This design comes from an exercise in tuning for small area on the open sky130 flow, not from production work. RTL that was checked went through simulation tests only; none was proved equivalent to the original. The RTL of runs 3 and 4 was laid out without a check of its function. No driver is modelled on the clock port, so clocking that relies on it looks cheaper here than on a real chip. Power and IR drop assume default switching activity.

<file path="design.v">
module SE13_Relogio_Aula (clk, rst, speed, dh, uh, dm, um, ds, us);
	input clk, rst, speed;
	output [7:0] dh, uh, dm, um, ds, us;
	reg [14:0] c1;
	reg [5:0]  cc;
	reg clk_1, clk_c, base_ant;
	localparam [14:0] S1 = 15'd28048, M1 = 15'b111011111101110;
	localparam [5:0]  SC = 6'd25,     MC = 6'b001111;
	wire d1 = (c1 & M1) == (S1 & M1);
	wire dc = (cc & MC) == (SC & MC);
	wire base = speed ? clk_1 : clk_c;
	wire p = base & ~base_ant;	 
	always @(posedge clk or negedge rst)
		if (!rst) begin
			c1 <= 15'd23328; cc <= 6'd50; clk_1 <= 0; clk_c <= 0; base_ant <= 0;
		end else begin
			c1 <= {c1[13:0], ~(c1[14] ^ c1[7]) ^ d1};
			clk_1 <= clk_1 ^ d1;
			cc <= {cc[4:0], (cc[5] ^ cc[0]) ^ dc};
			clk_c <= clk_c ^ dc;
			base_ant <= base;
		end
	function [3:0] nx_d10;	 
		input e;
		input [3:0] q;
		nx_d10 = q ^ ({4{e}} & {(1'b1), (q[1]), (~q[0]) | (q[2] & ~q[3]), (q[3]) | (q[1])});
	endfunction
	function last_d10;
		input [3:0] q;
		last_d10 = (~q[1] & ~q[2] & q[3]);
	endfunction
	function [6:0] seg_d10;	 
		input [3:0] q;
		seg_d10 = {(~q[0] & q[3]) | (~q[0] & ~q[1] & ~q[2]),
			(q[1] & q[3]) | (q[0] & q[2] & ~q[3]),
			(q[3]) | (q[1]),
			(~q[0] & q[1]),
			(q[0] & q[2] & ~q[3]),
			~((~q[2]) | (q[1]) | (q[0] & ~q[3])),
			(q[1] & ~q[2])};
	endfunction
	function [2:0] nx_d6;	 
		input e;
		input [2:0] q;
		nx_d6 = q ^ ({3{e}} & {(~q[1]), (q[1]) | (q[2]), (q[1])});
	endfunction
	function last_d6;
		input [2:0] q;
		last_d6 = (q[0] & q[1]);
	endfunction
	function [6:0] seg_d6;	 
		input [2:0] q;
		seg_d6 = {(~q[0] & ~q[1]),
			(~q[0] & q[1]) | (~q[0] & q[2]) | (q[0] & ~q[1] & ~q[2]),
			(q[0]) | (q[2]),
			(q[2]),
			(~q[0] & q[1]),
			(q[0] & q[1]),
			(q[2])};
	endfunction
	reg [3:0] s0, m0, h0;
	reg [2:0] s1, m1;
	reg [1:0] h1;	 
	wire c0 = p & last_d10(s0);
	wire c1s = c0 & last_d6(s1);
	wire c2 = c1s & last_d10(m0);
	wire c3 = c2 & last_d6(m1);
	wire c4 = c3 & last_d10(h0);
	wire wrap = c3 & h1[1] & ((h0[0] & h0[3]));	 
	always @(posedge clk or negedge rst)
		if (!rst) begin
			s0 <= 4'd0; s1 <= 3'd0; m0 <= 4'd0; m1 <= 3'd0; h0 <= 4'd0; h1 <= 0;
		end else begin
			s0 <= nx_d10(p, s0);
			s1 <= nx_d6(c0, s1);
			m0 <= nx_d10(c1s, m0);
			m1 <= nx_d6(c2, m1);
			h0 <= (nx_d10(c3, h0) & ~({4{wrap}} & 4'd2));
			h1 <= {(h1[1] & ~wrap) | (c4 & h1[0]), h1[0] ^ c4};
		end
	assign us = {1'b1, seg_d10(s0)};
	assign ds = {1'b1, seg_d6(s1)};
	assign um = {clk_1, seg_d10(m0)};
	assign dm = {1'b1, seg_d6(m1)};
	assign uh = {clk_1, seg_d10(h0)};
	assign dh = {1'b1, ~h1[1], h1[1] | h1[0], h1[0], h1[0], h1[1], 1'b0, h1[0]};
endmodule
</file>
<file path="flow/run.sh">
#!/bin/bash
# Layout flow: the standard ORFS flow (standard.sh) with these changes:
#  1. after the standard synthesis, the combinational cells are mapped again
#     for area (flow/reopt.tcl, flow/abc_area_deep.script); registers are kept
#     exactly as the standard synthesis made them;
#  2. ports are buffered with the smallest buffer (buf_1);
#  3. the clock tree is built from one cluster, without dummy loads.
# Each tool's output goes to a log file of its own in this folder.
set -euo pipefail
HERE=$PWD
R=$HERE/orfs/results/$FLOW_PLATFORM/SE13_Relogio_Aula/base
PLAT=$FLOW_HOME/platforms/$FLOW_PLATFORM
LIB=$PLAT/lib/sky130_fd_sc_hd__tt_025C_1v80.lib
YOSYS=$(command -v yosys || echo $FLOW_HOME/../tools/install/yosys/bin/yosys)

bash standard.sh $R/1_2_yosys.v > synth_standard.log 2>&1
cp $R/1_2_yosys.v $HERE/standard_synth.v

DU=$(sed -n '/DONT_USE_CELLS/,/^$/p' $PLAT/config.mk | grep -o 'sky130_fd_sc_hd__[a-z0-9_]*' | sed 's/^/-dont_use /' | tr '\n' ' ')
REOPT_LIB=$LIB REOPT_IN=$HERE/standard_synth.v REOPT_TOP=$FLOW_TOP \
REOPT_SCRIPT=$HERE/flow/abc_area_deep.script REOPT_DONT_USE="$DU" REOPT_OUT=$HERE/reopt.v \
  $YOSYS -c $HERE/flow/reopt.tcl > reopt.log 2>&1
cp $HERE/reopt.v $R/1_2_yosys.v
touch $R/1_2_yosys.v

export BUFFER_PORTS_ARGS="-buffer_cell sky130_fd_sc_hd__buf_1"
export CTS_ARGS="-sink_clustering_enable -repair_clock_nets -dont_use_dummy_load -root_buf sky130_fd_sc_hd__clkbuf_8 -buf_list sky130_fd_sc_hd__clkbuf_8"
bash standard.sh finish > standard.log 2>&1
</file>
<file path="flow/abc_area_deep.script">
strash
&get -n
&deepsyn -J 100 -T 300
&put
dch -f
map -a
topo
</file>
<file path="flow/reopt.tcl">
# Re-map the combinational cells of a mapped netlist for area; registers stay as they are.
yosys -import
set lib $::env(REOPT_LIB)
read_liberty -ignore_miss_func $lib
read_verilog -defer $::env(REOPT_IN)
hierarchy -top $::env(REOPT_TOP)
set seq {}
foreach c [split [exec grep -o {sky130_fd_sc_hd__[a-z0-9_]*} $::env(REOPT_IN) | sort -u] "\n"] {
  if {[regexp {__(df|sdf|edf|dl|sdl|sedf)} $c]} { lappend seq $c }
}
foreach c $seq { setattr -mod -set keep_hierarchy 1 $c }
flatten
opt_clean -purge
setundef -zero
abc -script $::env(REOPT_SCRIPT) -liberty $lib {*}$::env(REOPT_DONT_USE)
opt_clean -purge
splitnets
opt_clean -purge
hilomap -singleton -hicell sky130_fd_sc_hd__conb_1 HI -locell sky130_fd_sc_hd__conb_1 LO
insbuf -buf sky130_fd_sc_hd__buf_1 A X
foreach c $seq { setattr -mod -unset keep_hierarchy $c }
blackbox sky130_fd_sc_hd__*
select -clear
tee -o $::env(REOPT_OUT).stat stat -liberty $lib
write_verilog -noattr -nohex -nodec $::env(REOPT_OUT)
</file>
<file path="standard.sh">
#!/bin/bash
# synth_recipe.tcl (not shown) runs the flow's synth.tcl, then flattens the netlist and writes it again
# the make line also repeats each setting of config.mk as NAME=value (left out here)
make -C /OpenROAD-flow-scripts/flow DESIGN_CONFIG=/design/flow/config.mk WORK_HOME=/design/flow/orfs CLKGATE_MAP_FILE= SYNTH_SCRIPT=/design/flow/synth_recipe.tcl "${@:-finish}"
</file>
<file path="config.mk">
export PLATFORM = sky130hd
export DESIGN_NAME = SE13_Relogio_Aula
export DESIGN_NICKNAME = SE13_Relogio_Aula
export VERILOG_FILES = /design/flow/design.v
export SDC_FILE = /design/flow/constraint.sdc
export NUM_CORES = 4
export LEC_CHECK = 0
export CAP_MARGIN = 20
export CORE_MARGIN = 2
export CORE_UTILIZATION = 40
export SLEW_MARGIN = 20
</file>
<file path="constraint.sdc">
create_clock -name core_clock -period 10.0 [get_ports {clk}]
set_input_delay 2.0000 -clock core_clock [delete_from_list [all_inputs] [get_ports {clk}]]
set_output_delay 2.0000 -clock core_clock [all_outputs]
set_load 0.01 [all_outputs]
</file>
==> results.toml, run 1 <==
[outcome]
status = "complete, no violations"

[finish]
area_growth_pct = 14.2
diodes = 0
stdcell_count = 285
nets = 238
layout_commonest_cell = "buf_1"
final_layout_size_suffix_gt1_share_pct = 6.87
seqCellArea_sq_mm = 0.00111
multi_input_area_sq_um = 554
final_cell_mix = "buf_1, dfrtp_1, nor2_1"
n_fill_cell = 450

[global_routing]
grt_start_max_net_pins = 45
first_global_vias = 1156
grt.met1_usage_pct = 17.6
busiest_layer = "met2"
grt_pass1_wl_microns = 5080
grt-ovfl-total = 0
antenna_found_initial = 0
use_met3_pct = 4.78
track_usage_pct = 13.0
use_met2_pct = 18.1

[critical_path]
crit_family = "simple AND/OR/NAND/NOR gates"
worstPathArrival_ns = 3.66
path_cells = "buf_1 -> nor2_1 -> a21oi_1 -> nand2_1 -> nor2_1 -> nand2_1 -> clkinv_1 -> nand2_1 -> nor2_1 -> nand2_1 -> clkinv_1 -> nand2_1 -> clkinv_1 -> nand4_1 -> xor2_1"
crit_top_cell = "nand2_1"
critPathRequiredTime_ns = 10.18
start_kind = "input port"
slowest_delay_ns = 0.16
path_buf_inv = 4
worstPathMaxFanout = 5
crit_type = "in2reg"
cp_slowest_cell = "xor2_1"
end_kind = "flip-flop"

[route]
drt-wirelength-per-cell_microns = 10.1
drt-pass1-iter-count = 4
wl_microns = 2880
vias = 1282
drc = 0
detail-route-antenna-nets = 0
vias_per_cell = 4.50
drtIter0Drc = 48

[placed_design]
hpwl_microns = 2110
portBuffers = 45
dp.cells = 280
place.gp.congestion = 0.764
dp_slack_ns = 6.20

[clocking]
hold_buffers = 0
clock_latency_ns = 0.29
cts_resized = 0
numCtsBuffers = 5
cts_setup_buffers = 0
cts_max_level = 2
cts_buffer_depth = 2
cts_tree = "built"
cts.sinks = 44
root_buffer = "clkbuf_8"
path_clk_slew_ns = 0.07

[pwr]
vdd_drop_max_uv = 98.0
power.leakage_nw = 0.878
p_per_area_mw_per_mm2 = 184
power_mw = 0.383

[sta]
period_share_pct = 34.8
worst_slew_pin_slew_ns = 0.919
holdWs_ns = 0.342
maxSlewHeadroom_pct = 38.7
finalHoldViolations = 0
fin_crit_ns = 3.48
max_freq_mhz = 287
rsz0062_at_grt = "no"
setup_ws_ns = 6.52
drv_slew = 0
skew_ns = 0.0115
finalSetupTns_ns = 0
setup_viol = 0

[floorplanning]
die_area_sq_mm = 0.00511
num_rows = 24
initial_core_util_pct = 41.5
die_w_microns = 71.5
die_h_microns = 71.5
num_io_pins = 51
core_area_sq_mm = 0.00438

[logic_synthesis]
synthesis.area_sq_mm = 0.00182
synth_warnings = 1
syn-instance-count = 195
avgSynthCellArea_sq_um = 9.34

[min_path]
hold_path.class = "reg2reg"

[run]
cap_violations = 0
[final timing paths]
| path | start | end | slack [ns] | cells after the start |
|---|---|---|---|---|
| hold reg to reg | c1[4] | c1[5] | 0.34 | 0 |
| max in group asynchronous | rst | m0[0] | 7.57 | 1 |
| setup reg to reg | clk_1 | h1[0] | 7.86 | 14 |
| hold / removal | c1[4] | c1[5] | 0.34 | 0 |
| min in group asynchronous | rst | c1[13] | 1.84 | 1 |
| setup / recovery | speed | h1[0] | 6.52 | 15 |
[report_power, final]
group          leakage [nW]  total [mW]  switching, mW  internal (mW)
Combinational         0.325      0.0822         0.0544         0.0278
Clock                0.0359      0.0957         0.0508         0.0450
Sequential            0.517       0.205         0.0137          0.191
Total                 0.878       0.383          0.119          0.264
[through the flow]
step	cell area [sq um]	util, %
after global placement	2010	45.9
final	2080	47.4
after CTS	2080	47.4
after detailed placement	2010	45.9
after floorplan	1830	-
after global routing	2080	47.4
[layer usage]
layer	part of all wire (%)	routed length [microns]
met5	0	0
met4	2.5	71
met3	7.4	214
met2	42	1210
met1	48	1380
[final cells by class]
class                           instances  area share, %
Tap cell                               52           3.13
Inverter                               29           5.23
Multi-Input combinational cell        110           26.7
Sequential cell                        44           53.5
Timing Repair Buffer                   45           8.18
Clock buffer                            5           3.31
[flip-flops by register name (all words and copies together) (netlist names)]
name      cells
s1            3
m0            4
c1           15
clk_c         1
m1            3
clk_1         1
base_ant      1
s0            4
cc            6
h0            4
h1            2
[worst reg2reg max path, cell delays in order, from the launching register on]
cell      delay [ns]
dfrtp_1         0.37
clkinv_1        0.11
a21oi_1         0.18
nand2_1         0.13
nor2_1          0.15
nand2_1         0.11
clkinv_1        0.08
nand2_1         0.09
nor2_1          0.14
nand2_1         0.10
clkinv_1        0.07
nand2_1         0.12
clkinv_1        0.10
nand4_1         0.12
xor2_1          0.16
==> run 2, diff against run 1 <==
--- a/flow/run.sh
+++ b/flow/run.sh
@@ -25,4 +25,4 @@
 
 export BUFFER_PORTS_ARGS="-buffer_cell sky130_fd_sc_hd__buf_1"
-export CTS_ARGS="-sink_clustering_enable -repair_clock_nets -dont_use_dummy_load -root_buf sky130_fd_sc_hd__clkbuf_8 -buf_list sky130_fd_sc_hd__clkbuf_8"
+export CTS_ARGS="-sink_clustering_enable -repair_clock_nets -dont_use_dummy_load -root_buf sky130_fd_sc_hd__clkbuf_4 -buf_list sky130_fd_sc_hd__clkbuf_4"
 bash standard.sh finish > standard.log 2>&1
==> run 2 against run 1 <==
Net effect:
- still clean on timing, DRC and antenna
- non-clock buffer count unchanged
- clock power fell by 25%
- worst hold slack improved by 0.0010 ns
- sequential power about the same
- first-iteration DRC count grew 4.2%
- clock-buffer cell count did not move
- routed wire length decreased by 0.87%
- highest routed layer unchanged
==> results.toml, run 2 <==
[outcome]
status = "complete, no violations"

[route]
detail-route-antenna-nets = 0
drtIter0Drc = 50
drt-pass1-iter-count = 4
drt-wirelength-per-cell_microns = 10.0
wl_microns = 2850
drc = 0
vias = 1286
vias_per_cell = 4.51

[finish]
layout_commonest_cell = "buf_1"
n_fill_cell = 455
diodes = 0
final_cell_mix = "buf_1, dfrtp_1, nor2_1"
area_growth_pct = 12.5
fin_util_pct = 46.7
final_area_sq_mm = 0.00205
largest-register = "c1"
nets = 238
final_layout_size_suffix_gt1_share_pct = 6.87
largest_register_ffs = 15
largest_registers = "c1 x15, cc x6"

[clocking]
root_buffer = "clkbuf_4"
cts.sinks = 44
hold_buffers = 0
cts_tree = "built"
cts_max_level = 2
numCtsBuffers = 5
clock_latency_ns = 0.35
path_clk_slew_ns = 0.11
cts_buffer_depth = 2
cts_setup_buffers = 0
cts_resized = 0

[placed_design]
place.gp.congestion = 0.764
placed_area_sq_mm = 0.00201
dp_slack_ns = 6.20
portBuffers = 45
hpwl_microns = 2110

[sta]
rsz0062_at_grt = "no"
drv_slew = 0
worst_slew_pin_slew_ns = 0.916
period_share_pct = 35.0
maxSlewHeadroom_pct = 38.9
fin_crit_ns = 3.50
max_freq_mhz = 286
finalHoldViolations = 0
setup_viol = 0
finalSetupTns_ns = 0
setup_ws_ns = 6.50
skew_ns = 0.0173

[run]
cap_violations = 0

[floorplanning]
die_w_microns = 71.5
die_h_microns = 71.5
initial_core_util_pct = 41.5
num_io_pins = 51
die_area_sq_mm = 0.00511
core_area_sq_mm = 0.00438
num_rows = 24

[pwr]
sw_frac_of_total_pct = 32.3
power_mw = 0.358
power_frac_comb_pct = 22.9
p_per_area_mw_per_mm2 = 175
power.leakage_nw = 0.865
clock_power_share_pct = 19.9
p_int_mw = 0.243
vdd_drop_max_uv = 108
seqPwrFrac_pct = 57.2
switching_power_mw = 0.116

[logic_synthesis]
avgSynthCellArea_sq_um = 9.34
syn-instance-count = 195
synthesis.area_sq_mm = 0.00182
synth_warnings = 1

[global_routing]
grt_pass1_wl_microns = 5060
grt-ovfl-total = 0
track_usage_pct = 12.9
first_global_vias = 1163
grt_start_max_net_pins = 45
antenna_found_initial = 0

[min_path]
hold_path.class = "reg2reg"

[critical_path]
worstPathArrival_ns = 1.50
start_kind = "flip-flop"
path_cells = "clkinv_1 -> nor3_1 -> o21bai_1 -> buf_1"
worstPathMaxFanout = 4
slowest_delay_ns = 0.40
crit_type = "reg2out"
cp_slowest_cell = "dfrtp_1"
end_kind = "primary output"
critPathRequiredTime_ns = 8.00
## run 2: metrics by stage
stage / hold WS (ns) / instances
6_report: 0.343 / 285
5_1_grt: 0.348 / 285
4_1_cts: 0.350 / 285
3_5_place_dp: 0.342 / 280
3_3_place_gp: 0.337 / 280
2_1_floorplan: 0.331 / 198
## run 2: final cells by class
type | instances | area [sq um] | area share, %
well taps | 52 | 65.1 | 3.18
inverters | 29 | 109 | 5.31
repair buffers | 45 | 170 | 8.31
flip-flops and latches | 44 | 1110 | 54.3
clock buffers | 5 | 37.5 | 1.83
multi-input cells | 110 | 554 | 27.1
## run 2: worst paths after layout
kind / start / endpoint / slack, ns / cells past startpoint
hold reg to reg: c1[4] / c1[5] / 0.34 / 0
setup reg to reg: clk_1 / h1[0] / 7.86 / 14
max in group asynchronous: rst / m0[0] / 7.64 / 1
hold / removal: c1[4] / c1[5] / 0.34 / 0
min in group asynchronous: rst / c1[13] / 1.77 / 1
setup / recovery: h0[2] / uh[5] / 6.50 / 4
## run 2: power by group through the flow
| stage | Clock, mW | Sequential, mW | Combinational (mW) |
|---|---|---|---|
| final | 0.0714 | 0.205 | 0.0821 |
| after detailed placement | 0 | 0.208 | 0.0839 |
| after global placement | 0 | 0.208 | 0.0835 |
| after global routing | 0.0838 | 0.208 | 0.0959 |
| after CTS | 0.0770 | 0.205 | 0.0838 |
| after floorplan | 0 | 0.205 | 0.0593 |
## run 2: worst max-delay path, delay by kind of cell, from the launching register on
| kind | cells | cell delay (ns) |
|---|---|---|
| buf+inv | 2 | 0.29 |
| simple gates | 1 | 0.32 |
| flops | 1 | 0.40 |
| compound gates | 1 | 0.16 |
## run 2: per-layer routing
| metal | GRT usage, % | vias to the layer above | routed length, microns |
|---|---|---|---|
| met5 | 0 | - | 0 |
| met4 | 8.81 | 0 | 48 |
| met3 | 3.09 | 6 | 200 |
| met2 | 18.0 | 41 | 1240 |
| met1 | 17.6 | 570 | 1370 |
| li1 | - | 669 | - |
==> run 3, diff against run 2 <==
--- a/design.v
+++ b/design.v
@@ -24,19 +24,19 @@
 		input e;
 		input [3:0] q;
-		nx_d10 = q ^ ({4{e}} & {(1'b1), (q[1]), (~q[0]) | (q[2] & ~q[3]), (q[3]) | (q[1])});
+		nx_d10 = q ^ ({4{e}} & {(q[0] & ~q[2]), (q[1]) | (~q[2]), (q[0] & q[2] & ~q[3]), (q[2])});
 	endfunction
 	function last_d10;
 		input [3:0] q;
-		last_d10 = (~q[1] & ~q[2] & q[3]);
+		last_d10 = (~q[0] & q[2] & q[3]);
 	endfunction
 	function [6:0] seg_d10;	 
 		input [3:0] q;
-		seg_d10 = {(~q[0] & q[3]) | (~q[0] & ~q[1] & ~q[2]),
-			(q[1] & q[3]) | (q[0] & q[2] & ~q[3]),
-			(q[3]) | (q[1]),
-			(~q[0] & q[1]),
-			(q[0] & q[2] & ~q[3]),
-			~((~q[2]) | (q[1]) | (q[0] & ~q[3])),
-			(q[1] & ~q[2])};
+		seg_d10 = {~((~q[0]) | (~q[1]) | (~q[2] & ~q[3])),
+			(~q[0] & ~q[1]) | (q[0] & q[1] & q[2]),
+			(q[2]),
+			(q[0] & q[2]),
+			(~q[1] & ~q[2]),
+			~((q[3]) | (~q[1]) | (q[0] & q[2])),
+			(q[0] & q[2] & ~q[3])};
 	endfunction
 	function [2:0] nx_d6;	 
@@ -67,8 +67,8 @@
 	wire c3 = c2 & last_d6(m1);
 	wire c4 = c3 & last_d10(h0);
-	wire wrap = c3 & h1[1] & ((h0[0] & h0[3]));	 
+	wire wrap = c3 & h1[1] & ((~h0[0] & h0[2]));	 
 	always @(posedge clk or negedge rst)
 		if (!rst) begin
-			s0 <= 4'd0; s1 <= 3'd0; m0 <= 4'd0; m1 <= 3'd0; h0 <= 4'd0; h1 <= 0;
+			s0 <= 4'd11; s1 <= 3'd0; m0 <= 4'd11; m1 <= 3'd0; h0 <= 4'd11; h1 <= 0;
 		end else begin
 			s0 <= nx_d10(p, s0);
@@ -76,5 +76,5 @@
 			m0 <= nx_d10(c1s, m0);
 			m1 <= nx_d6(c2, m1);
-			h0 <= (nx_d10(c3, h0) & ~({4{wrap}} & 4'd2));
+			h0 <= ((nx_d10(c3, h0) & ~({4{wrap}} & 4'd4)) | ({4{wrap}} & 4'd10));
 			h1 <= {(h1[1] & ~wrap) | (c4 & h1[0]), h1[0] ^ c4};
 		end
==> run 3 against run 2 <==
Net effect:
- clock skew shrank 0.0052 ns
- cell area shrank 0.85%
- sequential power grew 6%
- setup slack lost 0.77 ns
- routed wire length is essentially flat
- clock power is essentially flat
- largest power group unchanged
- still clean on timing, DRC and antenna
- largest cell class unchanged
- highest routed layer unchanged
- clock-buffer cell count is the same
- critical endpoint is now h0[2]
- first-iteration DRC count shrank 68%
- non-clock buffer count is the same
- total power grew 6.5%
- combinational power grew 14%
==> results.toml, run 3 <==
[outcome]
status = "complete, no violations"

[floorplanning]
num_io_pins = 51
die_h_microns = 71.3
num_rows = 24
die_area_sq_mm = 0.00509
core_area_sq_mm = 0.00435
initial_core_util_pct = 41.7
die_w_microns = 71.3

[logic_synthesis]
avgSynthCellArea_sq_um = 9.21
syn-instance-count = 197
synth_warnings = 1
synthesis.area_sq_mm = 0.00181

[sta]
worst_slew_pin_slew_ns = 0.899
setup_viol = 0
skew_ns = 0.0121
drv_slew = 0
max_freq_mhz = 234
holdWs_ns = 0.363
period_share_pct = 42.7
rsz0062_at_grt = "no"
maxSlewHeadroom_pct = 40.0
finalSetupTns_ns = 0
fin_crit_ns = 4.27
finalHoldViolations = 0

[critical_path]
crit_top_cell = "nor2_1"
crit_family = "simple AND/OR/NAND/NOR gates"
crit_type = "in2reg"
r2r_cells = 19
path_cells = "buf_1 -> nor2_1 -> a21oi_1 -> nand2_1 -> nor2_1 -> nand2_1 -> nor2_1 -> nand2_1 -> nor2_1 -> nand2_1 -> nor2_1 -> nand2_1 -> nor2_1 -> clkinv_1 -> nor2_1 -> clkinv_1 -> nor2_1 -> nor2_1 -> nor2_1 -> a21oi_1"
worstPathMaxFanout = 6
start_kind = "input port"
cp_slowest_cell = "nor2_1"
path_buf_inv = 3
end_kind = "flip-flop"
r2r_start = "clk_1"
worstPathArrival_ns = 4.50
critPathRequiredTime_ns = 10.23
slowest_delay_ns = 0.27
reg2reg_to = "h0[2]"
r2r_setup_slack_ns = 7.01

[route]
drt-pass1-iter-count = 4
drtIter0Drc = 16
detail-route-antenna-nets = 0
vias_per_cell = 4.51
vias = 1281
wl_microns = 2860
drt-wirelength-per-cell_microns = 10.1
drc = 0

[global_routing]
first_global_vias = 1211
grt_pass1_wl_microns = 5180
grt_start_max_net_pins = 45
antenna_found_initial = 0
grt-ovfl-total = 0
track_usage_pct = 12.9

[placed_design]
place.gp.congestion = 0.705
portBuffers = 45
hpwl_microns = 2110

[min_path]
hp-start = "c1[11]"
hold_end = "c1[12]"
hold_path.class = "reg2reg"
holdPathStages = 0

[finish]
largest_registers = "c1 x15, cc x6"
diodes = 0
final_cell_mix = "buf_1, nor2_1, clkinv_1"
n_fill_cell = 434
nets = 237
largest-register = "c1"
area_growth_pct = 11.9
largest_register_ffs = 15
layout_commonest_cell = "buf_1"
final_layout_size_suffix_gt1_share_pct = 11.2

[clocking]
cts_resized = 0
cts.sinks = 44
cts_max_level = 2
root_buffer = "clkbuf_4"
hold_buffers = 0
numCtsBuffers = 5
clock_latency_ns = 0.34
cts_setup_buffers = 0
cts_tree = "built"
cts_buffer_depth = 2
path_clk_slew_ns = 0.11

[pwr]
power.leakage_nw = 0.822
p_per_area_mw_per_mm2 = 188
vdd_drop_max_uv = 71.5
power_mw = 0.382

[run]
cap_violations = 0
run 3: worst max path at each step:
stage	cells past startpoint	slack [ns]	to	from
floorplan	19	5.85	h0[2]	speed
global placement	20	5.45	h0[2]	speed
detailed placement	20	5.36	h0[2]	speed
CTS	20	5.72	h0[2]	speed
global route	19	5.22	h0[1]	speed
finish	20	5.73	h0[2]	speed
run 3: where the power goes:
part	switching (mW)	internal [mW]
registers	0.0176	0.200
logic	0.0625	0.0307
clock network	0.0476	0.0236
run 3: through the flow:
step | setup WS [ns] | std cells | util, % | instance area, sq um
2_1_floorplan | 5.85 | 200 | - | 1830
3_3_place_gp | 5.45 | 279 | 45.8 | 1990
3_5_place_dp | 5.36 | 279 | 45.8 | 1990
4_1_cts | 5.72 | 284 | 46.6 | 2030
5_1_grt | 5.22 | 284 | 46.6 | 2030
6_report | 5.73 | 284 | 46.6 | 2030
run 3: layout make-up:
class | count | area (sq um) | area share [%]
flip-flops and latches | 44 | 1120 | 55.3
repair buffers | 45 | 170 | 8.38
inverters | 27 | 101 | 4.99
multi-input cells | 111 | 533 | 26.2
well taps | 52 | 65.1 | 3.20
clock buffers | 5 | 37.5 | 1.85
run 3: metal layers:
metal  vias up  wire length, microns  GRT usage [%]
li1        668                     -              -
met2        28                  1310           20.0
met3         8                   110           2.95
met1       577                  1370           16.9
met4         0                    71           6.92
met5         -                     0              0
==> run 4, diff against run 3 <==
--- a/flow/run.sh
+++ b/flow/run.sh
@@ -5,5 +5,7 @@
 #     exactly as the standard synthesis made them;
 #  2. ports are buffered with the smallest buffer (buf_1);
-#  3. the clock tree is built from one cluster, without dummy loads.
+#  3. the clock tree is built without dummy loads; after CTS all clock sinks
+#     are driven from the root clock buffer alone (flow/post_cts.tcl), which
+#     also drives all constant outputs from a single tie cell.
 # Each tool's output goes to a log file of its own in this folder.
 set -euo pipefail
@@ -26,3 +28,5 @@
 export BUFFER_PORTS_ARGS="-buffer_cell sky130_fd_sc_hd__buf_1"
 export CTS_ARGS="-sink_clustering_enable -repair_clock_nets -dont_use_dummy_load -root_buf sky130_fd_sc_hd__clkbuf_4 -buf_list sky130_fd_sc_hd__clkbuf_4"
+bash standard.sh $R/4_cts.odb > standard_to_cts.log 2>&1
+R=$R CLK_ROOT_CELL=sky130_fd_sc_hd__clkbuf_8 COLLAPSE_CLK=0 MERGE_TIES=1 openroad -no_init -exit $HERE/flow/post_cts.tcl > post_cts.log 2>&1
 bash standard.sh finish > standard.log 2>&1
==> flow/post_cts.tcl (new file) <==
# After CTS: drive all clock sinks from the root clock buffer alone, and drive
# all constant outputs from a single tie cell.
read_db $::env(R)/4_cts.odb
set db [ord::get_db]
set block [ord::get_db_block]

set root [$block findInst clkbuf_0_clk]
if {$root != "NULL" && $::env(COLLAPSE_CLK)} {
  set rnet [[$root findITerm X] getNet]
  foreach inst [$block getInsts] {
    set n [$inst getName]
    if {$inst == $root} continue
    if {![string match "sky130_fd_sc_hd__clkbuf_*" [[$inst getMaster] getName]]} continue
    set ait [$inst findITerm A]
    if {[$ait getNet] != $rnet} continue
    set onet [[$inst findITerm X] getNet]
    foreach it [$onet getITerms] {
      if {[$it getInst] == $inst} continue
      $it disconnect
      $it connect $rnet
    }
    $ait disconnect
    odb::dbInst_destroy $inst
    odb::dbNet_destroy $onet
  }
  $root swapMaster [$db findMaster $::env(CLK_ROOT_CELL)]
}

set ties {}
foreach inst [$block getInsts] {
  if {[[$inst getMaster] getName] == "sky130_fd_sc_hd__conb_1"} { lappend ties $inst }
}
if {[llength $ties] > 1 && $::env(MERGE_TIES)} {
  set keep [lindex $ties 0]
  foreach pin {HI LO} {
    set knet [[$keep findITerm $pin] getNet]
    foreach t [lrange $ties 1 end] {
      set net [[$t findITerm $pin] getNet]
      if {$net == "NULL"} continue
      if {$knet == "NULL"} {
        [$t findITerm $pin] disconnect
        [$keep findITerm $pin] connect $net
        set knet $net
        continue
      }
      foreach it [$net getITerms] {
        if {[$it getInst] == $t} continue
        $it disconnect
        $it connect $knet
      }
      foreach bt [$net getBTerms] {
        $bt disconnect
        $bt connect $knet
      }
      [$t findITerm $pin] disconnect
      odb::dbNet_destroy $net
    }
  }
  foreach t [lrange $ties 1 end] { odb::dbInst_destroy $t }
}

detailed_placement
check_placement -verbose
write_db $::env(R)/4_cts.odb
==> run 4 against run 3 <==
Net effect:
- combinational power grew 0.4%
- routed wire length increased by 5.7%
- die area is the same
- non-clock buffer count did not move
- clock skew increased by 0.00068 ns
- clock power hardly changed
- first-iteration DRC count rose by 6.3%
- global-route usage increased by 0.72 points
- sequential cell count stayed put
- largest power group unchanged
- via count is 0.47% lower
- sequential power hardly changed
- fmax hardly changed
- highest routed layer unchanged
- critical path type unchanged
==> results.toml, run 4 <==
[finish]
layout_commonest_cell = "buf_1"
diodes = 0
nets = 234
area_growth_pct = 11.1
largest-register = "c1"
largest_registers = "c1 x15, cc x6"
final_layout_size_suffix_gt1_share_pct = 11.4
largest_register_ffs = 15
final_cell_mix = "buf_1, nor2_1, clkinv_1"
stdcell_count = 280

[route]
detail-route-antenna-nets = 0
drtIter0Drc = 17
drt-wirelength-per-cell_microns = 10.8
vias = 1275
vias_per_cell = 4.55
wl_microns = 3020
drt-pass1-iter-count = 4
drc = 0

[clocking]
cts_setup_buffers = 0
path_clk_slew_ns = 0.11
hold_buffers = 0
cts_buffer_depth = 2
cts.sinks = 44
cts_max_level = 2
numCtsBuffers = 5
clock_latency_ns = 0.34
root_buffer = "clkbuf_4"
cts_resized = 0
cts_tree = "built"

[sta]
maxSlewHeadroom_pct = 39.9
fin_crit_ns = 4.27
worst_slew_pin_slew_ns = 0.902
finalHoldViolations = 0
period_share_pct = 42.7
drv_slew = 0
setup_viol = 0
finalSetupTns_ns = 0
rsz0062_at_grt = "no"
skew_ns = 0.0127
max_freq_mhz = 234

[critical_path]
worstPathMaxFanout = 6
slowest_delay_ns = 0.27
end_kind = "flip-flop"
crit_top_cell = "nor2_1"
critPathRequiredTime_ns = 10.23
path_cells = "buf_1 -> nor2_1 -> a21oi_1 -> nand2_1 -> nor2_1 -> nand2_1 -> nor2_1 -> nand2_1 -> nor2_1 -> nand2_1 -> nor2_1 -> nand2_1 -> nor2_1 -> clkinv_1 -> nor2_1 -> clkinv_1 -> nor2_1 -> nor2_1 -> nor2_1 -> a21oi_1"
start_kind = "input port"
cp_slowest_cell = "nor2_1"
crit_type = "in2reg"
worstPathArrival_ns = 4.50

[logic_synthesis]
synthesis.area_sq_mm = 0.00181
avgSynthCellArea_sq_um = 9.21
synth_warnings = 1
syn-instance-count = 197

[floorplanning]
die_h_microns = 71.3
die_w_microns = 71.3
num_rows = 24
initial_core_util_pct = 41.7
core_area_sq_mm = 0.00435
die_area_sq_mm = 0.00509
num_io_pins = 51

[global_routing]
antenna_found_initial = 0
grt_pass1_wl_microns = 5350
grt-ovfl-total = 0
grt_start_max_net_pins = 45
first_global_vias = 1219
track_usage_pct = 13.6

[placed_design]
place.gp.congestion = 0.705
portBuffers = 45
hpwl_microns = 2110
dp.cells = 279

[pwr]
power.leakage_nw = 0.809
p_per_area_mw_per_mm2 = 190
vdd_drop_max_uv = 71.6

[min_path]
hold_path.class = "reg2reg"

[outcome]
status = "complete, no violations"

[run]
cap_violations = 0
## run 4: area by class of cell
type                       count  area [sq um]
clock buffer                   5          37.5
fill                         436          2340
inverter                      27           101
multi-input combinational    107           518
sequential                    44          1120
tap                           52          65.1
timing repair buffer          45           170
## run 4: report_power, final
part | leakage (nW) | switching, mW | internal (mW)
Sequential | 0.498 | 0.0176 | 0.200
Clock | 0.0230 | 0.0477 | 0.0236
Combinational | 0.288 | 0.0628 | 0.0307
Total | 0.809 | 0.128 | 0.254
## run 4: final timing paths
check	start	endpoint	slack (ns)	cells past startpoint
max	speed	h0[2]	5.73	20
max reg2reg	clk_1	h0[2]	7.01	19
min reg2reg	c1[11]	c1[12]	0.36	0
min	c1[11]	c1[12]	0.36	0
max in group asynchronous	rst	c1[7]	7.65	1
min in group asynchronous	rst	cc[2]	1.78	1
## run 4: per-layer routing
metal	GRT usage (%)	vias up	part of all wire, %
met2	21.5	28	46
met3	4.22	8	6.0
li1	-	665	-
met4	6.92	0	2.4
met1	16.9	574	46
met5	0	-	0
## run 4: stage by stage
stage / total power [mW] / util (%) / instance area [sq um] / worst slack, ns / hold slack (ns)
floorplan: 0.285 / - / 1830 / 5.85 / 0.331
global placement: 0.314 / 45.8 / 1990 / 5.45 / 0.335
detailed placement: 0.315 / 45.8 / 1990 / 5.36 / 0.340
CTS: 0.388 / 46.6 / 2030 / 5.72 / 0.365
global route: 0.411 / 46.3 / 2020 / 5.22 / 0.371
finish: 0.382 / 46.3 / 2020 / 5.73 / 0.363
## run 4: critical path: cells and delay by family
kind                   cells  cell delay (ns)
AOI/OAI and AO/OA          2             0.21
and+or+nand+nor           15             2.01
buffers and inverters      3             0.30
==> run 5, diff against run 4 <==
==> design.v (replaced) <==
module SE13_Relogio_Aula (clk, rst, speed, dh, uh, dm, um, ds, us);
	input clk, rst, speed;
	output [7:0] dh, uh, dm, um, ds, us;
	reg [14:0] c1;
	reg [5:0]  cc;
	reg clk_1, clk_c, base_ant;
	localparam [14:0] S1 = 15'd28048, M1 = 15'b111011111101110;
	localparam [5:0]  SC = 6'd38,     MC = 6'b001111;
	wire d1 = (c1 & M1) == (S1 & M1);
	wire dc = (cc & MC) == (SC & MC);
	wire base = speed ? clk_1 : clk_c;
	wire p = base & ~base_ant;	 
	always @(posedge clk or negedge rst)
		if (!rst) begin
			c1 <= 15'd23328; cc <= 6'd13; clk_1 <= 0; clk_c <= 0; base_ant <= 0;
		end else begin
			c1 <= {c1[13:0], ~(c1[14] ^ c1[7]) ^ d1};
			clk_1 <= clk_1 ^ d1;
			cc <= {cc[4:0], ~(cc[5] ^ cc[0]) ^ dc};
			clk_c <= clk_c ^ dc;
			base_ant <= base;
		end
	function [3:0] nx_d10;	 
		input e;
		input [3:0] q;
		nx_d10 = q ^ ({4{e}} & {(~q[0] & q[1] & ~q[2]), ~((q[0]) | (~q[1]) | (~q[2] & ~q[3])), (~q[3]) | (~q[1]), (q[1])});
	endfunction
	function last_d10;
		input [3:0] q;
		last_d10 = (q[0] & q[1] & ~q[2] & ~q[3]);
	endfunction
	function [6:0] seg_d10;	 
		input [3:0] q;
		seg_d10 = {~((q[0]) | (q[3]) | (~q[1] & q[2])),
			(q[0] & q[3]) | (~q[0] & q[1] & ~q[3]),
			(q[1]),
			(~q[0] & q[1]),
			(~q[1] & q[3]),
			~((~q[2]) | (~q[0] & q[1])),
			(~q[0] & q[1] & ~q[2])};
	endfunction
	function [2:0] nx_d6;	 
		input e;
		input [2:0] q;
		nx_d6 = q ^ ({3{e}} & {~((q[1]) | (~q[0] & ~q[2])), (~q[2]) | (~q[0] & q[1]), (~q[0] & ~q[2]) | (q[0] & q[2])});
	endfunction
	function last_d6;
		input [2:0] q;
		last_d6 = (~q[1] & q[2]);
	endfunction
	function [6:0] seg_d6;	 
		input [2:0] q;
		seg_d6 = {~((q[2]) | (q[0] & ~q[1])),
			(q[0]),
			(q[1]) | (q[2]),
			~((~q[1]) | (q[0] & q[2])),
			(q[0] & ~q[1]),
			(~q[1] & q[2]),
			~((~q[1]) | (q[0] & q[2]))};
	endfunction
	reg [3:0] s0, m0, h0;
	reg [2:0] s1, m1;
	reg [1:0] h1;	 
	wire c0 = p & last_d10(s0);
	wire c1s = c0 & last_d6(s1);
	wire c2 = c1s & last_d10(m0);
	wire c3 = c2 & last_d6(m1);
	wire c4 = c3 & last_d10(h0);
	wire wrap = c3 & h1[1] & ((h0[1] & h0[3]));	 
	always @(posedge clk or negedge rst)
		if (!rst) begin
			s0 <= 4'd0; s1 <= 3'd0; m0 <= 4'd0; m1 <= 3'd0; h0 <= 4'd0; h1 <= 0;
		end else begin
			s0 <= nx_d10(p, s0);
			s1 <= nx_d6(c0, s1);
			m0 <= nx_d10(c1s, m0);
			m1 <= nx_d6(c2, m1);
			h0 <= (nx_d10(c3, h0) & ~({4{wrap}} & 4'd10));
			h1 <= {(h1[1] & ~wrap) | (c4 & h1[0]), h1[0] ^ c4};
		end
	assign us = {1'b1, seg_d10(s0)};
	assign ds = {1'b1, seg_d6(s1)};
	assign um = {clk_1, seg_d10(m0)};
	assign dm = {1'b1, seg_d6(m1)};
	assign uh = {clk_1, seg_d10(h0)};
	assign dh = {1'b1, ~h1[1], h1[1] | h1[0], h1[0], h1[0], h1[1], 1'b0, h1[0]};
endmodule
--- a/flow/run.sh
+++ b/flow/run.sh
@@ -5,7 +5,7 @@
 #     exactly as the standard synthesis made them;
 #  2. ports are buffered with the smallest buffer (buf_1);
-#  3. the clock tree is built without dummy loads; after CTS all clock sinks
-#     are driven from the root clock buffer alone (flow/post_cts.tcl), which
-#     also drives all constant outputs from a single tie cell.
+#  3. the clock tree uses clkbuf_4 and no dummy loads; after CTS
+#     (flow/post_cts_hook.tcl) a clock buffer with many sinks becomes clkbuf_8
+#     and all constant outputs are driven from a single tie cell.
 # Each tool's output goes to a log file of its own in this folder.
 set -euo pipefail
@@ -28,5 +28,6 @@
 export BUFFER_PORTS_ARGS="-buffer_cell sky130_fd_sc_hd__buf_1"
 export CTS_ARGS="-sink_clustering_enable -repair_clock_nets -dont_use_dummy_load -root_buf sky130_fd_sc_hd__clkbuf_4 -buf_list sky130_fd_sc_hd__clkbuf_4"
-bash standard.sh $R/4_cts.odb > standard_to_cts.log 2>&1
-R=$R CLK_ROOT_CELL=sky130_fd_sc_hd__clkbuf_8 COLLAPSE_CLK=0 MERGE_TIES=1 openroad -no_init -exit $HERE/flow/post_cts.tcl > post_cts.log 2>&1
+export POST_CTS_TCL=$HERE/flow/post_cts_hook.tcl
+export CLK_BIG_CELL=sky130_fd_sc_hd__clkbuf_8
+export CLK_BIG_FANOUT=12
 bash standard.sh finish > standard.log 2>&1
==> flow/post_cts_hook.tcl (new file) <==
# Sourced by ORFS's CTS step (POST_CTS_TCL), before it writes its result.
# 2. All constant outputs are driven from a single tie cell.
set db [ord::get_db]
set block [ord::get_db_block]

set big [$db findMaster $::env(CLK_BIG_CELL)]
foreach inst [$block getInsts] {
  if {![string match "sky130_fd_sc_hd__clkbuf_*" [[$inst getMaster] getName]]} continue
  set onet [[$inst findITerm X] getNet]
  if {$onet == "NULL" || [$onet getSigType] != "CLOCK"} continue
  set n 0
  foreach it [$onet getITerms] { if {[$it isInputSignal] || [$it getSigType] == "CLOCK"} { incr n } }
  if {$n >= $::env(CLK_BIG_FANOUT)} {
    puts "post_cts_hook: [$inst getName] drives $n pins, now [$big getName]"
    $inst swapMaster $big
  }
}

set ties {}
foreach inst [$block getInsts] {
  if {[[$inst getMaster] getName] == "sky130_fd_sc_hd__conb_1"} { lappend ties $inst }
}
if {[llength $ties] > 1} {
  set keep [lindex $ties 0]
  foreach pin {HI LO} {
    set knet [[$keep findITerm $pin] getNet]
    foreach t [lrange $ties 1 end] {
      set net [[$t findITerm $pin] getNet]
      if {$net == "NULL"} continue
      if {$knet == "NULL"} {
        [$t findITerm $pin] disconnect
        [$keep findITerm $pin] connect $net
        set knet $net
        continue
      }
      foreach it [$net getITerms] {
        if {[$it getInst] == $t} continue
        $it disconnect
        $it connect $knet
      }
      foreach bt [$net getBTerms] {
        $bt disconnect
        $bt connect $knet
      }
      [$t findITerm $pin] disconnect
      odb::dbNet_destroy $net
    }
  }
  puts "post_cts_hook: [llength $ties] tie cells merged into [$keep getName]"
  foreach t [lrange $ties 1 end] { odb::dbInst_destroy $t }
}

detailed_placement
check_placement -verbose
removed: flow/post_cts.tcl
==> run 5 against run 4 <==
Net effect:
- register-to-register slack improved by 0.17 ns
- total power increased by 3.2%
- worst hold slack got worse by 0.011 ns
- fmax increased by 3.1%
- cell area decreased by 1.4%
- clock-buffer cell count unchanged
- clock power increased by 13%
- critical path depth decreased by 1
- still clean
==> results.toml, run 5 <==
[outcome]
status = "complete, no violations"

[critical_path]
critPathRequiredTime_ns = 10.22
reg2reg_to = "h1[0]"
end_kind = "flip-flop"
worstPathMaxFanout = 6
start_kind = "input port"
worstPathArrival_ns = 4.36
r2r_cells = 18
r2r_start = "clk_1"
r2r_setup_slack_ns = 7.18
crit_type = "in2reg"

[route]
drt-wirelength-per-cell_microns = 11.3
wl_microns = 3090
drc = 0
drt-pass1-iter-count = 4
wl_met1_microns = 1480
vias_per_cell = 4.61
met2_length_microns = 1360
drtIter0Drc = 70
detail-route-antenna-nets = 0
dr_wl_met3_microns = 181
highest_layer = "met4"
vias = 1258

[sta]
maxSlewHeadroom_pct = 64.7
setup_viol = 0
holdWs_ns = 0.352
worst_slew_pin_slew_ns = 0.530
finalHoldViolations = 0
fin_crit_ns = 4.14
rsz0062_at_grt = "no"
finalSetupTns_ns = 0
skew_ns = 0.0253
max_freq_mhz = 241
drv_slew = 0
period_share_pct = 41.4
setup_ws_ns = 5.86

[finish]
diodes = 0
largest_register_ffs = 15
area_growth_pct = 12.5
seqCellArea_sq_mm = 0.00111
final_cell_mix = "buf_1, dfrtp_1, clkinv_1, nor2_1, nand2_1"
multi_input_area_sq_um = 480
largest-register = "c1"
n_fill_cell = 423
largest_registers = "c1 x15, cc x6"
final_layout_size_suffix_gt1_share_pct = 7.69
nets = 227
fin_util_pct = 46.3
layout_commonest_cell = "buf_1"

[placed_design]
portBuffers = 45
place.gp.congestion = 0.871
dp_slack_ns = 5.50
hpwl_microns = 2210

[floorplanning]
die_area_sq_mm = 0.00496
die_w_microns = 70.4
num_io_pins = 51
die_h_microns = 70.4
core_area_sq_mm = 0.00429
num_rows = 24
initial_core_util_pct = 41.1

[clocking]
cts_tree = "built"
clock_latency_ns = 0.35
path_clk_slew_ns = 0.08
cts.sinks = 44

[pwr]
power_mw = 0.394
p_per_area_mw_per_mm2 = 199
power.leakage_nw = 0.821
vdd_drop_max_uv = 80.7

[global_routing]
grt_pass1_wl_microns = 5330
track_usage_pct = 14.1
antenna_found_initial = 0
first_global_vias = 1133
grt_start_max_net_pins = 45
grt-ovfl-total = 0

[logic_synthesis]
avgSynthCellArea_sq_um = 9.34
syn-instance-count = 189
synth_warnings = 1
synthesis.area_sq_mm = 0.00177

[min_path]
hold_path.class = "reg2reg"
hold_end = "c1[1]"
hp-start = "c1[0]"
holdPathStages = 0

[run]
cap_violations = 0
[run 5: where the power goes]
part | internal (mW) | switching, mW | leakage, nW
clock network | 0.0320 | 0.0487 | 0.0282
logic | 0.0326 | 0.0685 | 0.297
registers | 0.194 | 0.0187 | 0.496
[run 5: how the worst max path moves through the flow]
| stage | from | to | slack [ns] | depth (start not counted) |
|---|---|---|---|---|
| after global routing | speed | h1[1] | 5.50 | 20 |
| final | speed | h1[0] | 5.86 | 19 |
| after global placement | speed | h1[0] | 5.64 | 19 |
| after detailed placement | speed | h1[0] | 5.50 | 19 |
| after floorplan | speed | h1[0] | 6.00 | 18 |
[run 5: critical path: stages]
cell and delay (ns):
buf_1 0.09, nor2_1 0.04, a21oi_1 0.17, nand2_1 0.10, nor2_1 0.17, clkinv_1 0.11, nor2_1 0.14, nand3_1 0.09
clkinv_1 0.11, nand2_1 0.09, nor2_1 0.17, clkinv_1 0.13, nor2_1 0.15, nand3_1 0.09, clkinv_1 0.09, nand2_1 0.11
nor2_1 0.19, nand4_1 0.16, xor2_1 0.17
[run 5: layer usage]
metal  vias up  global-route usage (%)
met3         5                    5.19
met1       571                    18.9
li1        650                       -
met2        32                    20.2
met4         0                    6.41
met5         -                       0
[run 5: metrics by stage]
stage	instances	area [sq um]
after detailed placement	272	1950
after global routing	273	1990
after floorplan	192	1780
after global placement	272	1950
final	273	1990
[run 5: area by class of cell]
class	instances	share of cell area, %
Tap cell	52	3.27
Sequential cell	44	56.0
Clock buffer	5	2.52
Inverter	27	5.10
Multi-Input combinational cell	99	24.2
Timing Repair Buffer	46	8.94
==> run 6, diff against run 5 <==
--- a/design.v
+++ b/design.v
@@ -59,4 +59,23 @@
 			~((~q[1]) | (q[0] & q[2]))};
 	endfunction
+	function [3:0] nx_h10;	 
+		input e;
+		input [3:0] q;
+		nx_h10 = q ^ ({4{e}} & {(q[0]), (q[2]) | (q[1]), (q[0]) | (q[1]), ~((q[2]) | (~q[0] & q[1] & ~q[3]))});
+	endfunction
+	function last_h10;
+		input [3:0] q;
+		last_h10 = (q[2] & ~q[3]);
+	endfunction
+	function [6:0] seg_h10;	 
+		input [3:0] q;
+		seg_h10 = {~((q[2]) | (q[1]) | (~q[0] & q[3])),
+			(q[0] & ~q[1]) | (q[1] & q[3]),
+			(q[0]) | (q[2]),
+			(q[0] & ~q[2]),
+			(q[1] & q[3]),
+			(~q[0] & ~q[1] & q[3]),
+			(q[0] & ~q[3])};
+	endfunction
 	reg [3:0] s0, m0, h0;
 	reg [2:0] s1, m1;
@@ -66,6 +85,6 @@
 	wire c2 = c1s & last_d10(m0);
 	wire c3 = c2 & last_d6(m1);
-	wire c4 = c3 & last_d10(h0);
-	wire wrap = c3 & h1[1] & ((h0[1] & h0[3]));	 
+	wire c4 = c3 & last_h10(h0);
+	wire wrap = c3 & h1[1] & ((h0[2]));	 
 	always @(posedge clk or negedge rst)
 		if (!rst) begin
@@ -76,5 +95,5 @@
 			m0 <= nx_d10(c1s, m0);
 			m1 <= nx_d6(c2, m1);
-			h0 <= (nx_d10(c3, h0) & ~({4{wrap}} & 4'd10));
+			h0 <= (nx_h10(c3, h0) & ~({4{wrap}} & 4'd3));
 			h1 <= {(h1[1] & ~wrap) | (c4 & h1[0]), h1[0] ^ c4};
 		end
@@ -83,5 +102,5 @@
 	assign um = {clk_1, seg_d10(m0)};
 	assign dm = {1'b1, seg_d6(m1)};
-	assign uh = {clk_1, seg_d10(h0)};
+	assign uh = {clk_1, seg_h10(h0)};
 	assign dh = {1'b1, ~h1[1], h1[1] | h1[0], h1[0], h1[0], h1[1], 1'b0, h1[0]};
 endmodule
--- a/config.mk
+++ b/config.mk
@@ -6,6 +6,6 @@
 export NUM_CORES = 4
 export LEC_CHECK = 0
-export CAP_MARGIN = 20
+export CAP_MARGIN = 0
 export CORE_MARGIN = 2
-export CORE_UTILIZATION = 40
-export SLEW_MARGIN = 20
+export CORE_UTILIZATION = 25
+export SLEW_MARGIN = 0
==> run 6 against run 5 <==
Net effect:
- routed wire length rose by 10%
- global-route usage decreased by 4.3 points
- setup slack better by 0.13 ns
- sequential cell count unchanged
==> results.toml, run 6 <==
[finish]
n_fill_cell = 724
final_cell_mix = "buf_1, dfrtp_1, nor2_1"
diodes = 0
final_area_sq_mm = 0.00202
largest-register = "c1"
layout_commonest_cell = "buf_1"
seqCellArea_sq_mm = 0.00111
area_growth_pct = 15.6
largest_registers = "c1 x15, cc x6"
stdcell_count = 313
multi_input_area_sq_um = 473
nets = 223
final_layout_size_suffix_gt1_share_pct = 7.37
largest_register_ffs = 15

[placed_design]
hpwl_microns = 2390
placed_area_sq_mm = 0.00198
dp_slack_ns = 5.68
place.gp.congestion = 0.762
portBuffers = 45
dp.cells = 312

[min_path]
hold_path.class = "reg2reg"

[sta]
finalSetupTns_ns = 0
skew_ns = 0.0352
drv_slew = 0
fin_crit_ns = 4.01
rsz0062_at_grt = "no"
setup_ws_ns = 5.99
finalHoldViolations = 0
period_share_pct = 40.1
maxSlewHeadroom_pct = 30.2
worst_slew_pin_slew_ns = 1.05
max_freq_mhz = 249
setup_viol = 0

[floorplanning]
num_rows = 30
core_area_sq_mm = 0.00679
die_h_microns = 87.6
initial_core_util_pct = 25.7
num_io_pins = 51
die_area_sq_mm = 0.00767
die_w_microns = 87.6

[route]
drt-wirelength-per-cell_microns = 10.8
drtIter0Drc = 63
vias_per_cell = 4.03
drt-pass1-iter-count = 4
detail-route-antenna-nets = 0
wl_microns = 3400
vias = 1260
drc = 0

[global_routing]
track_usage_pct = 9.77
grt_start_max_net_pins = 45
first_global_vias = 1244
grt-ovfl-total = 0
antenna_found_initial = 0
grt_pass1_wl_microns = 5730

[pwr]
sw_frac_of_total_pct = 32.7
power.leakage_nw = 0.781
clock_power_share_pct = 22.0
vdd_drop_max_uv = 138
p_int_mw = 0.250
switching_power_mw = 0.122
power_frac_comb_pct = 22.5
seqPwrFrac_pct = 55.5
p_per_area_mw_per_mm2 = 184

[clocking]
cts.sinks = 44
path_clk_slew_ns = 0.11
cts_tree = "built"
clock_latency_ns = 0.33

[critical_path]
path_cells = "buf_1 -> nor2_1 -> a21oi_1 -> nand2_1 -> nor2_1 -> clkinv_1 -> nor2_1 -> nand3_1 -> clkinv_1 -> nand2_1 -> clkinv_1 -> nand2_1 -> nor2_1 -> nand3_1 -> clkinv_1 -> nand2_1 -> nor2_1 -> nand2_1 -> xor2_1"
start_kind = "input port"
worstPathMaxFanout = 7
worstPathArrival_ns = 4.21
critPathRequiredTime_ns = 10.20
crit_type = "in2reg"
end_kind = "flip-flop"
crit_family = "simple AND/OR/NAND/NOR gates"
path_buf_inv = 5
cp_slowest_cell = "nor2_1"
slowest_delay_ns = 0.19

[logic_synthesis]
synth_warnings = 1
synthesis.area_sq_mm = 0.00175
avgSynthCellArea_sq_um = 9.44
syn-instance-count = 185

[outcome]
status = "complete, no violations"

[run]
cap_violations = 0
-- run 6: worst register-to-register path: cells and delay by family (launching register included) --
kind,cells,cell delay [ns]
compound gates,1,0.18
xor+xnor,1,0.16
buf+inv,5,0.54
flops,1,0.38
simple gates,11,1.33
-- run 6: layout make-up --
cell class | instances | share of cell area, %
flip-flops and latches | 44 | 55.1
clock buffers | 5 | 2.48
well taps | 96 | 5.95
inverters | 25 | 4.65
repair buffers | 45 | 8.43
multi-input cells | 98 | 23.4
-- run 6: metrics by stage --
stage,hold slack [ns],power [mW],util (%)
final,0.338,0.372,29.7
after global routing,0.354,0.399,29.7
after detailed placement,0.337,0.294,29.2
after global placement,0.334,0.294,29.2
after floorplan,0.331,0.263,-
-- run 6: power groups by stage --
stage	clock (mW)	combinational (mW)	sequential [mW]
3_5_place_dp	0	0.0845	0.209
2_1_floorplan	0	0.0573	0.206
3_3_place_gp	0	0.0848	0.210
6_report	0.0816	0.0837	0.206
5_1_grt	0.0938	0.0949	0.210
-- run 6: final timing paths --
check	startpoint	endpoint	slack, ns	cells after the start
setup / recovery	speed	h1[0]	5.99	19
hold / removal	c1[1]	c1[2]	0.34	0
setup reg to reg	clk_1	h1[0]	7.31	18
hold reg to reg	c1[1]	c1[2]	0.34	0
max in group asynchronous	rst	s0[1]	7.48	1
min in group asynchronous	rst	async pin	1.83	1
-- run 6: routing by layer --
layer	vias up	part of all wire, %	wire (microns)	global-route usage, %
met1	584	49	1680	13.6
met5	-	0	0	0
met4	0	0.47	16	2.94
met2	37	44	1490	14.4
met3	2	6.4	217	3.49
li1	637	-	-	-
==> run 7, diff against run 6 <==
--- a/config.mk
+++ b/config.mk
@@ -8,4 +8,4 @@
 export CAP_MARGIN = 0
 export CORE_MARGIN = 2
-export CORE_UTILIZATION = 25
+export CORE_UTILIZATION = 60
 export SLEW_MARGIN = 0
==> run 7 against run 6 <==
Net effect:
- cell count down 21%
- clock power is 1% lower
- sequential power about the same
- clock-buffer cell count is the same
- non-clock buffer count unchanged
- largest cell class unchanged
- highest routed layer unchanged
==> results.toml, run 7 <==
[route]
drc = 0
vias_per_cell = 5.12
detail-route-antenna-nets = 0
drt-wirelength-per-cell_microns = 12.0
drt-pass1-iter-count = 4
vias = 1269
drtIter0Drc = 42
wl_microns = 2980

[global_routing]
first_global_vias = 1165
grt-ovfl-total = 0
track_usage_pct = 20.8
grt_start_max_net_pins = 45
grt_pass1_wl_microns = 5140
antenna_found_initial = 0

[critical_path]
start_kind = "input port"
cp_slowest_cell = "nor2_1"
end_kind = "flip-flop"
critPathRequiredTime_ns = 10.23
worstPathArrival_ns = 4.15
path_cells = "buf_1 -> nor2_1 -> a21oi_1 -> nand2_1 -> nor2_1 -> clkinv_1 -> nor2_1 -> nand3_1 -> clkinv_1 -> nand2_1 -> clkinv_1 -> nand2_1 -> nor2_1 -> nand3_1 -> clkinv_1 -> nand2_1 -> nor2_1 -> nand2_1 -> xor2_1"
slowest_delay_ns = 0.19
crit_type = "in2reg"
worstPathMaxFanout = 7

[finish]
final_layout_size_suffix_gt1_share_pct = 7.37
diodes = 0
largest_registers = "c1 x15, cc x6"
largest-register = "c1"
multi_input_area_sq_um = 473
nets = 223
n_fill_cell = 236
area_growth_pct = 11.0
seqCellArea_sq_mm = 0.00111
layout_commonest_cell = "buf_1"
fin_util_pct = 70.3
largest_register_ffs = 15
final_cell_mix = "buf_1, dfrtp_1, nor2_1"

[floorplanning]
num_rows = 19
die_w_microns = 58.0
core_area_sq_mm = 0.00276
initial_core_util_pct = 63.3
die_h_microns = 58.0
die_area_sq_mm = 0.00336
num_io_pins = 51

[placed_design]
place.gp.congestion = 0.788
hpwl_microns = 2140
portBuffers = 45

[clocking]
cts_tree = "built"
path_clk_slew_ns = 0.09
clock_latency_ns = 0.34
cts.sinks = 44

[pwr]
p_per_area_mw_per_mm2 = 190
vdd_drop_max_uv = 159
power.leakage_nw = 0.781

[logic_synthesis]
syn-instance-count = 185
synth_warnings = 1
synthesis.area_sq_mm = 0.00175
avgSynthCellArea_sq_um = 9.44

[sta]
maxSlewHeadroom_pct = 31.7
holdWs_ns = 0.355
period_share_pct = 39.2
worst_slew_pin_slew_ns = 1.02
finalHoldViolations = 0
max_freq_mhz = 255
fin_crit_ns = 3.92
drv_slew = 0
setup_viol = 0
finalSetupTns_ns = 0
rsz0062_at_grt = "no"
skew_ns = 0.0346

[outcome]
status = "complete, no violations"

[run]
cap_violations = 0

[min_path]
hold_path.class = "reg2reg"
run 7: final timing paths:
check                      start   endpoint  slack [ns]  depth (start not counted)
max                        speed      h1[0]        6.08                         19
min                        c1[4]      c1[5]        0.35                          0
max reg2reg                clk_1      h1[0]        7.36                         18
min reg2reg                c1[4]      c1[5]        0.35                          0
max in group asynchronous    rst      s0[1]        7.52                          1
min in group asynchronous    rst  async pin        1.82                          1
run 7: metrics by stage:
step / instance area, sq um / power (mW) / worst slack (ns) / cells
after floorplan: 1760 / 0.263 / 6.11 / 188
after global placement: 1900 / 0.290 / 5.79 / 247
after detailed placement: 1900 / 0.291 / 5.71 / 247
after global routing: 1940 / 0.391 / 5.65 / 248
final: 1940 / 0.368 / 6.08 / 248
run 7: metal layers:
layer	share of wire, %	GRT usage (%)
met5	0	0
met4	1.1	5.98
met3	7.9	7.59
met2	45	32.6
met1	46	27.5
run 7: report_power, final:
group	internal, mW	switching (mW)
clock	0.0320	0.0486
combinational	0.0262	0.0556
sequential	0.192	0.0139
run 7: layout make-up:
class	instances	area share, %
clock buffer	5	2.58
tap	31	2.00
inverter	25	4.84
timing repair buffer	45	8.78
multi-input combinational	98	24.4
sequential	44	57.4
run 7: worst max-delay path, delay by kind of cell:
kind | cells | cell delay, ns
simple gates | 12 | 1.35
compound gates | 1 | 0.14
xor+xnor | 1 | 0.15
buf+inv | 5 | 0.51
==> run 8, diff against run 7 <==
--- a/config.mk
+++ b/config.mk
@@ -8,4 +8,4 @@
 export CAP_MARGIN = 0
 export CORE_MARGIN = 2
-export CORE_UTILIZATION = 60
+export CORE_UTILIZATION = 40
 export SLEW_MARGIN = 0
==> run 8 against run 7 <==
Net effect:
- still clean on timing, DRC and antenna
- cell count grew 8.5%
- sequential share of layout area decreased by 0.59 points
- sequential power hardly changed
- synthesized cell count unchanged
- utilization down 25 points
- routed wire length grew 0.60%
- critical path depth unchanged
- critical path type unchanged
- largest power group unchanged
==> results.toml, run 8 <==
[finish]
largest_register_ffs = 15
final_layout_size_suffix_gt1_share_pct = 7.37
area_growth_pct = 12.1
final_area_sq_mm = 0.00196
layout_commonest_cell = "buf_1"
largest-register = "c1"
stdcell_count = 269
nets = 223
largest_registers = "c1 x15, cc x6"
diodes = 0
final_cell_mix = "buf_1, dfrtp_1, nor2_1"

[pwr]
power_mw = 0.366
power.leakage_nw = 0.779
p_per_area_mw_per_mm2 = 187
vdd_drop_max_uv = 127

[critical_path]
crit_type = "in2reg"
slowest_delay_ns = 0.20
worstPathMaxFanout = 7
cp_slowest_cell = "nor2_1"
critPathRequiredTime_ns = 10.24
crit_family = "simple AND/OR/NAND/NOR gates"
end_kind = "flip-flop"
path_buf_inv = 5
worstPathArrival_ns = 4.18
start_kind = "input port"
path_cells = "buf_1 -> nor2_1 -> a21oi_1 -> nand2_1 -> nor2_1 -> clkinv_1 -> nor2_1 -> nand3_1 -> clkinv_1 -> nand2_1 -> clkinv_1 -> nand2_1 -> nor2_1 -> nand3_1 -> clkinv_1 -> nand2_1 -> nor2_1 -> nand2_1 -> xor2_1"

[floorplanning]
num_io_pins = 51
core_area_sq_mm = 0.00429
initial_core_util_pct = 40.7
die_w_microns = 70.1
num_rows = 24
die_area_sq_mm = 0.00491
die_h_microns = 70.1

[outcome]
status = "complete, no violations"

[clocking]
clock_latency_ns = 0.34
cts_tree = "built"
cts.sinks = 44
path_clk_slew_ns = 0.11

[route]
drc = 0
drt-pass1-iter-count = 4
drt-wirelength-per-cell_microns = 11.1
drtIter0Drc = 58
vias_per_cell = 4.62
detail-route-antenna-nets = 0
wl_microns = 3000
vias = 1242

[sta]
setup_viol = 0
fin_crit_ns = 3.94
worst_slew_pin_slew_ns = 1.04
maxSlewHeadroom_pct = 30.8
period_share_pct = 39.4
rsz0062_at_grt = "no"
skew_ns = 0.0230
max_freq_mhz = 254
drv_slew = 0
finalHoldViolations = 0
finalSetupTns_ns = 0

[placed_design]
hpwl_microns = 2120
portBuffers = 45
dp.cells = 268
placed_area_sq_mm = 0.00193
place.gp.congestion = 0.780

[min_path]
hold_path.class = "reg2reg"

[global_routing]
grt_pass1_wl_microns = 5570
grt_start_max_net_pins = 45
track_usage_pct = 14.5
antenna_found_initial = 0
first_global_vias = 1222
grt-ovfl-total = 0

[logic_synthesis]
avgSynthCellArea_sq_um = 9.44
syn-instance-count = 185
synthesis.area_sq_mm = 0.00175
synth_warnings = 1

[run]
cap_violations = 0
-- run 8: report_power, final --
group / internal, mW / switching (mW) / total, mW
sequential: 0.192 / 0.0148 / 0.206
combinational: 0.0262 / 0.0554 / 0.0816
clock: 0.0279 / 0.0499 / 0.0778
-- run 8: metrics by stage --
step                      setup slack, ns  utilization (%)  hold WS (ns)
after floorplan                      6.11                -         0.331
after global placement               5.74             44.9         0.335
after detailed placement             5.63             44.9         0.338
after global routing                 5.57             45.6         0.348
final                                6.06             45.6         0.336
-- run 8: final cells by class --
| type | instances | area, sq um |
|---|---|---|
| fill | 437 | 2340 |
| sequential | 44 | 1110 |
| multi-input combinational | 98 | 473 |
| timing repair buffer | 45 | 170 |
| inverter | 25 | 93.8 |
| tap | 52 | 65.1 |
| clock buffer | 5 | 43.8 |
-- run 8: per-layer routing --
metal	vias up	routed length, microns	GRT usage [%]
met3	5	164	5.34
met2	31	1280	21.1
met4	0	39	4.70
met5	-	0	0
met1	569	1520	20.4
li1	637	-	-
-- run 8: final timing paths --
path	cells after the start	slack [ns]	start	end
min in group asynchronous	1	1.83	rst	c1[3]
worst max register to register	18	7.37	clk_1	h1[0]
worst min register to register	0	0.34	c1[11]	c1[12]
worst max-delay path	19	6.06	speed	h1[0]
max in group asynchronous	1	7.52	rst	s1[2]
worst min-delay path	0	0.34	c1[11]	c1[12]

-- port drivers added, routing unchanged --
How much do the figures lean on ideal ports? The routed layouts below were timed once more, with nothing changed but the port constraints. Step 1 sets driving cells, clkbuf_16 on the clock port and buf_2 on the other inputs (assumed; they add their load-dependent delay and slew). Step 2 adds t to the input delays and takes it off the output delays; t is the mean of the earliest and latest rising clock arrival at the registers after step 1. Input paths then give back, and output paths get back, about the clock's delay inside the block. Three values: ideal ports, drivers, drivers and shift; two values: the first two.
run	shift t [ns]	setup slack, ns	cell pins on the clock port's net
run 1	0.309	6.521 / 6.523 / 6.214	1
run 2	0.362	6.498 / 6.475 / 6.224	1
run 3	0.351	5.730 / 5.727 / 5.376	1
run 4	0.351	5.730 / 5.727 / 5.376	1
run 5	0.356	5.858 / 5.854 / 5.498	1
run 6	0.339	5.986 / 5.973 / 5.635	1
run 7	0.348	6.081 / 6.074 / 5.726	1
run 8	0.352	6.056 / 6.057 / 5.705	1
After both steps every run listed still meets setup and hold. For run 5, which loses most, drivers alone change the setup slack by -0.004 ns; drivers and shift together by -0.360 ns.
